Source: an optimization exercise on an open RTL-to-GDS flow (aim: small area and a short achievable clock period). Production flows keep margins and buffers that such runs may drop. Only simulation tests tie the RTL to the original design; equivalence was not proved. No activity file was given, so power comes from the tool's default toggle rates.

## DCPU
module DCPU(
  input  wire       CLK,
  input  wire       RST,
  input  wire       EN,
  input  wire       Start,
  output wire[7:0]  InstMemAddr,
  input  wire[15:0] Inst,
  output wire[7:0]  DataMemAddr,
  input  wire[15:0] DataIn,
  output wire       DataMemWE,
  output wire[15:0] DataOut
);
  localparam [4:0] NOP  = 5'b00000, HALT = 5'b00001, LOAD = 5'b00010,
                   STORE= 5'b00011, CMP  = 5'b00100, BE   = 5'b00101,
                   JUMP = 5'b00110, JMPR = 5'b00111, BZ   = 5'b01000,
                   BNZ  = 5'b01001, BN   = 5'b01010, BNN  = 5'b01011,
                   BC   = 5'b01100, BNC  = 5'b01101, BB   = 5'b01110,
                   BS   = 5'b01111, ADD  = 5'b10000, ADDI = 5'b10001,
                   ADDC = 5'b10010, SUB  = 5'b10011, SUBI = 5'b10100,
                   SUBB = 5'b10101, INC  = 5'b10110, LDIL = 5'b10111,
                   LDIH = 5'b11000, XOR  = 5'b11001, AND  = 5'b11010,
                   OR   = 5'b11011, SLL  = 5'b11100, SLA  = 5'b11101,
                   SRL  = 5'b11110, SRA  = 5'b11111;
  localparam [3:0] A_ZERO = 4'b0000, A_ADD = 4'b0001, A_SUB = 4'b0011,
                   A_XOR  = 4'b0100, A_AND = 4'b0101, A_OR  = 4'b0110,
                   A_SLL  = 4'b1000, A_SRL = 4'b1010, A_SRA = 4'b1011;
  reg        state;           
  reg [7:0]  PC;
  reg        PCSt;
  reg [1:0]  BrSt;
  reg [15:0] IDIR;
  reg [4:0]  EXop;            
  reg [2:0]  EXrd;            
  reg [3:0]  EXOP;            
  reg        EXCF;            
  reg [15:0] EXRA, EXRB, EXSD;
  reg [4:0]  MRop;
  reg [2:0]  MRrd;
  reg [15:0] MRRC;
  reg        MRCF;
  reg        MRDW;
  reg [15:0] MRSD;
  reg        WBwe;            
  reg        WBhalt;          
  reg [2:0]  WBrd;
  reg [15:0] WBRC;
  reg [15:0] GR [0:7];
  wire [15:0] ALUOUT;
  wire        ALUOCF;
  ...
Settings: LEC_CHECK=0, ABC_AREA=1, CAP_MARGIN=20, CORE_MARGIN=2, CORE_UTILIZATION=40, PLACE_DENSITY=0.45, SETUP_SLACK_MARGIN=2.6, SLEW_MARGIN=20; clock period 5.0 ns.
run.sh (not shown) runs the stock make flow with config.mk's settings and CLKGATE_MAP_FILE= SYNTH_SCRIPT=/design/flow/synth_recipe.tcl, a recipe that flattens the netlist after the stock synthesis.
Change:
Settings changed: PLACE_DENSITY 0.45 to not set, SETUP_SLACK_MARGIN 2.6 to 2.3.
Result:
- maximum frequency came out lower by 9.4%
- routed wire length is lower by 9.2%
- global-route usage went down by 2.6 points
- cell area decreases by 6.8%
- synthesized area is unchanged
- count of clock-buffer cells in the layout shrinks by 1
- synthesized cell count is unchanged
- critical path depth went down by 12
- utilization decreases by 3.4 points
- sequential power decreases by about 2%
Change:
Settings changed: SETUP_SLACK_MARGIN 2.3 to 2.5.
=> The new run finished with timing, DRC and antenna clean; clock-buffer cell count does not change; area after synthesis does not change; register-to-register slack gains 0.24 ns; flip-flop and latch count does not change; wire length went up by 0.79%; maximum frequency went up by 7.6%; design area went up by about 3%; hold slack hardly moves; worst setup slack gains 0.19 ns.
Change:
Settings changed: SETUP_SLACK_MARGIN 2.5 to 2.8.
What happened: The changed run passed the timing, DRC and antenna checks; clock power stays flat; die area is unchanged; combinational power grows by a quarter to a third; via count rose by a few percent; critical path depth came out higher by 14; worst setup slack gains 0.010 ns; register-to-register slack loses 0.05 ns.

---

Setup of v18:
Starting RTL as in the previous note.
Settings: LEC_CHECK=0, ABC_AREA=1, CAP_MARGIN=20, CORE_MARGIN=2, CORE_UTILIZATION=40, SETUP_SLACK_MARGIN=2.6, SLEW_MARGIN=20, TNS_END_PERCENT=50; clock period 5.0 ns.
v18 completed every stage of the flow, and the final layout passed the timing, DRC and antenna checks.
Edits applied to the flow inputs when going from v18 to v44:
Settings: TNS_END_PERCENT no longer set, was 50; CORE_UTILIZATION now 50, was 40.
v18 reached the final stage; the timing, DRC and antenna checks on its layout passed.
v44 completed every stage of the flow, and the final layout passed the timing, DRC and antenna checks.
v18 -> v44: maximum number of pins on one net before global-route repair increased by more than half
In v44, met1 layer wirelength in the final routing is lower than in v18.
Net switching share of the total power: v44 > v18
Looking at final-layout non-clock buffer area share across v44 and v18, the one that comes out lower is v44.
v18 ended up with InstMemAddr[6] as its termination of the worst setup path; v44 ended up with EXSD[11].
Measured against each other, v44 and v18 differ in number of detailed-routing iterations run before antenna repair, the higher figure coming from v44.
The clock power was comparable across v44 and v18.
For v43, these inputs were changed with respect to v44:
Settings: changing CORE_UTILIZATION from 50 to 40.
Results
Per the final summary, v43 finished and its layout is clean on timing, DRC and antenna. v43 vs. v44: critical path depth saw a decrease; number of nets in the final layout saw an increase; fmax saw an increase; worst hold slack saw an increase. Compared with v44, in v43 routed length on met2 saw an increase, fraction of met1 tracks used by global routing went down 9.8 points.

---

Starting RTL as in the previous note.
## DCPU
module DCPU(
  input  wire       CLK,
  input  wire       RST,
  input  wire       EN,
  input  wire       Start,
  output wire[7:0]  InstMemAddr,
  input  wire[15:0] Inst,
  output wire[7:0]  DataMemAddr,
  input  wire[15:0] DataIn,
  output wire       DataMemWE,
  output wire[15:0] DataOut
);
  localparam [4:0] NOP  = 5'b00000, HALT = 5'b00001, LOAD = 5'b00010,
                   STORE= 5'b00011, CMP  = 5'b00100, BE   = 5'b00101,
                   JUMP = 5'b00110, JMPR = 5'b00111, BZ   = 5'b01000,
                   BNZ  = 5'b01001, BN   = 5'b01010, BNN  = 5'b01011,
                   BC   = 5'b01100, BNC  = 5'b01101, BB   = 5'b01110,
                   BS   = 5'b01111, ADD  = 5'b10000, ADDI = 5'b10001,
                   ADDC = 5'b10010, SUB  = 5'b10011, SUBI = 5'b10100,
                   SUBB = 5'b10101, INC  = 5'b10110, LDIL = 5'b10111,
                   LDIH = 5'b11000, XOR  = 5'b11001, AND  = 5'b11010,
                   OR   = 5'b11011, SLL  = 5'b11100, SLA  = 5'b11101,
                   SRL  = 5'b11110, SRA  = 5'b11111;
  localparam [3:0] A_ZERO = 4'b0000, A_ADD = 4'b0001, A_SUB = 4'b0011,
                   A_XOR  = 4'b0100, A_AND = 4'b0101, A_OR  = 4'b0110,
                   A_SLL  = 4'b1000, A_SRL = 4'b1010, A_SRA = 4'b1011;
  reg        state;           
  reg [7:0]  PC;
  reg        PCSt;
  reg [1:0]  BrSt;
  reg [15:0] IDIR;
  reg [4:0]  EXop;            
  reg [2:0]  EXrd;            
  reg [3:0]  EXOP;            
  reg        EXCF;            
  reg [15:0] EXRA, EXRB, EXSD;
  reg [4:0]  MRop;
  reg [2:0]  MRrd;
  ...
Settings: LEC_CHECK=0, ABC_AREA=1, CAP_MARGIN=20, CORE_MARGIN=2, CORE_UTILIZATION=40, SETUP_SLACK_MARGIN=2.7, SLEW_MARGIN=20; clock period 5.0 ns.
The starting point ran to the end with no violations.
Rerun with:
--- a/flow/config.mk
+++ b/flow/config.mk
@@ -8 +8 @@
-export ABC_AREA = 1
+export ABC_AREA = 0
@@ -12 +12 @@
-export SETUP_SLACK_MARGIN = 2.7
+export SETUP_SLACK_MARGIN = 2.6
The new run ran to the end with no violations.
Worst hold slack improves by 76 ps.
Clock skew is about the same.
First-iteration DRC count drops by about 3%.

==> what the ideal ports hide <==
Ports are ideal in the flow. The routed layouts listed here were re-timed in OpenROAD.
Step 1 sets driving cells, clkbuf_16 on the clock port and buf_2 on the other inputs (assumed; they add their load-dependent delay and slew).
Step 2 also shifts input and output timing later by t, the mid clock arrival at the registers, as if the neighbouring blocks saw the same clock.
Slacks: ideal / step 1 / step 2; pairs: ideal / step 1.
| run | t, ns | setup WS [ns] | hold WS [ns] | cell pins on the clock port's net |
|---|---|---|---|---|
| the first run of note 1 | 0.604 | 2.610 / 2.610 / 2.044 | 0.441 / 0.441 / 0.441 | 1 |
| the second run of note 1 | 0.583 | 2.362 / 2.309 / 1.879 | 0.460 / 0.460 / 0.460 | 1 |
| the third run of note 1 | 0.583 | 2.548 / 2.494 / 2.052 | 0.462 / 0.462 / 0.462 | 1 |
| the fourth run of note 1 | 0.587 | 2.558 / 2.558 / 2.271 | 0.461 / 0.461 / 0.461 | 1 |
| v18 | 0.583 | 2.466 / 2.411 / 2.259 | 0.461 / 0.461 / 0.461 | 1 |
| v44 | 0.603 | 2.623 / 2.612 / 2.193 | 0.420 / 0.420 / 0.420 | 1 |
| v43 | 0.583 | 2.644 / 2.628 / 2.290 | 0.468 / 0.468 / 0.468 | 1 |
| the first run of note 3 | 0.585 | 2.502 / 2.502 / 2.121 | 0.426 / 0.426 / 0.426 | 1 |
| the second run of note 3 | 0.617 | 2.074 / 2.074 / 1.794 | 0.502 / 0.502 / 0.502 | 1 |
After both steps setup and hold are still met in every run listed. For the first run of note 1, which loses most, drivers alone change the setup slack by 0.000 ns; drivers and shift together by -0.566 ns.
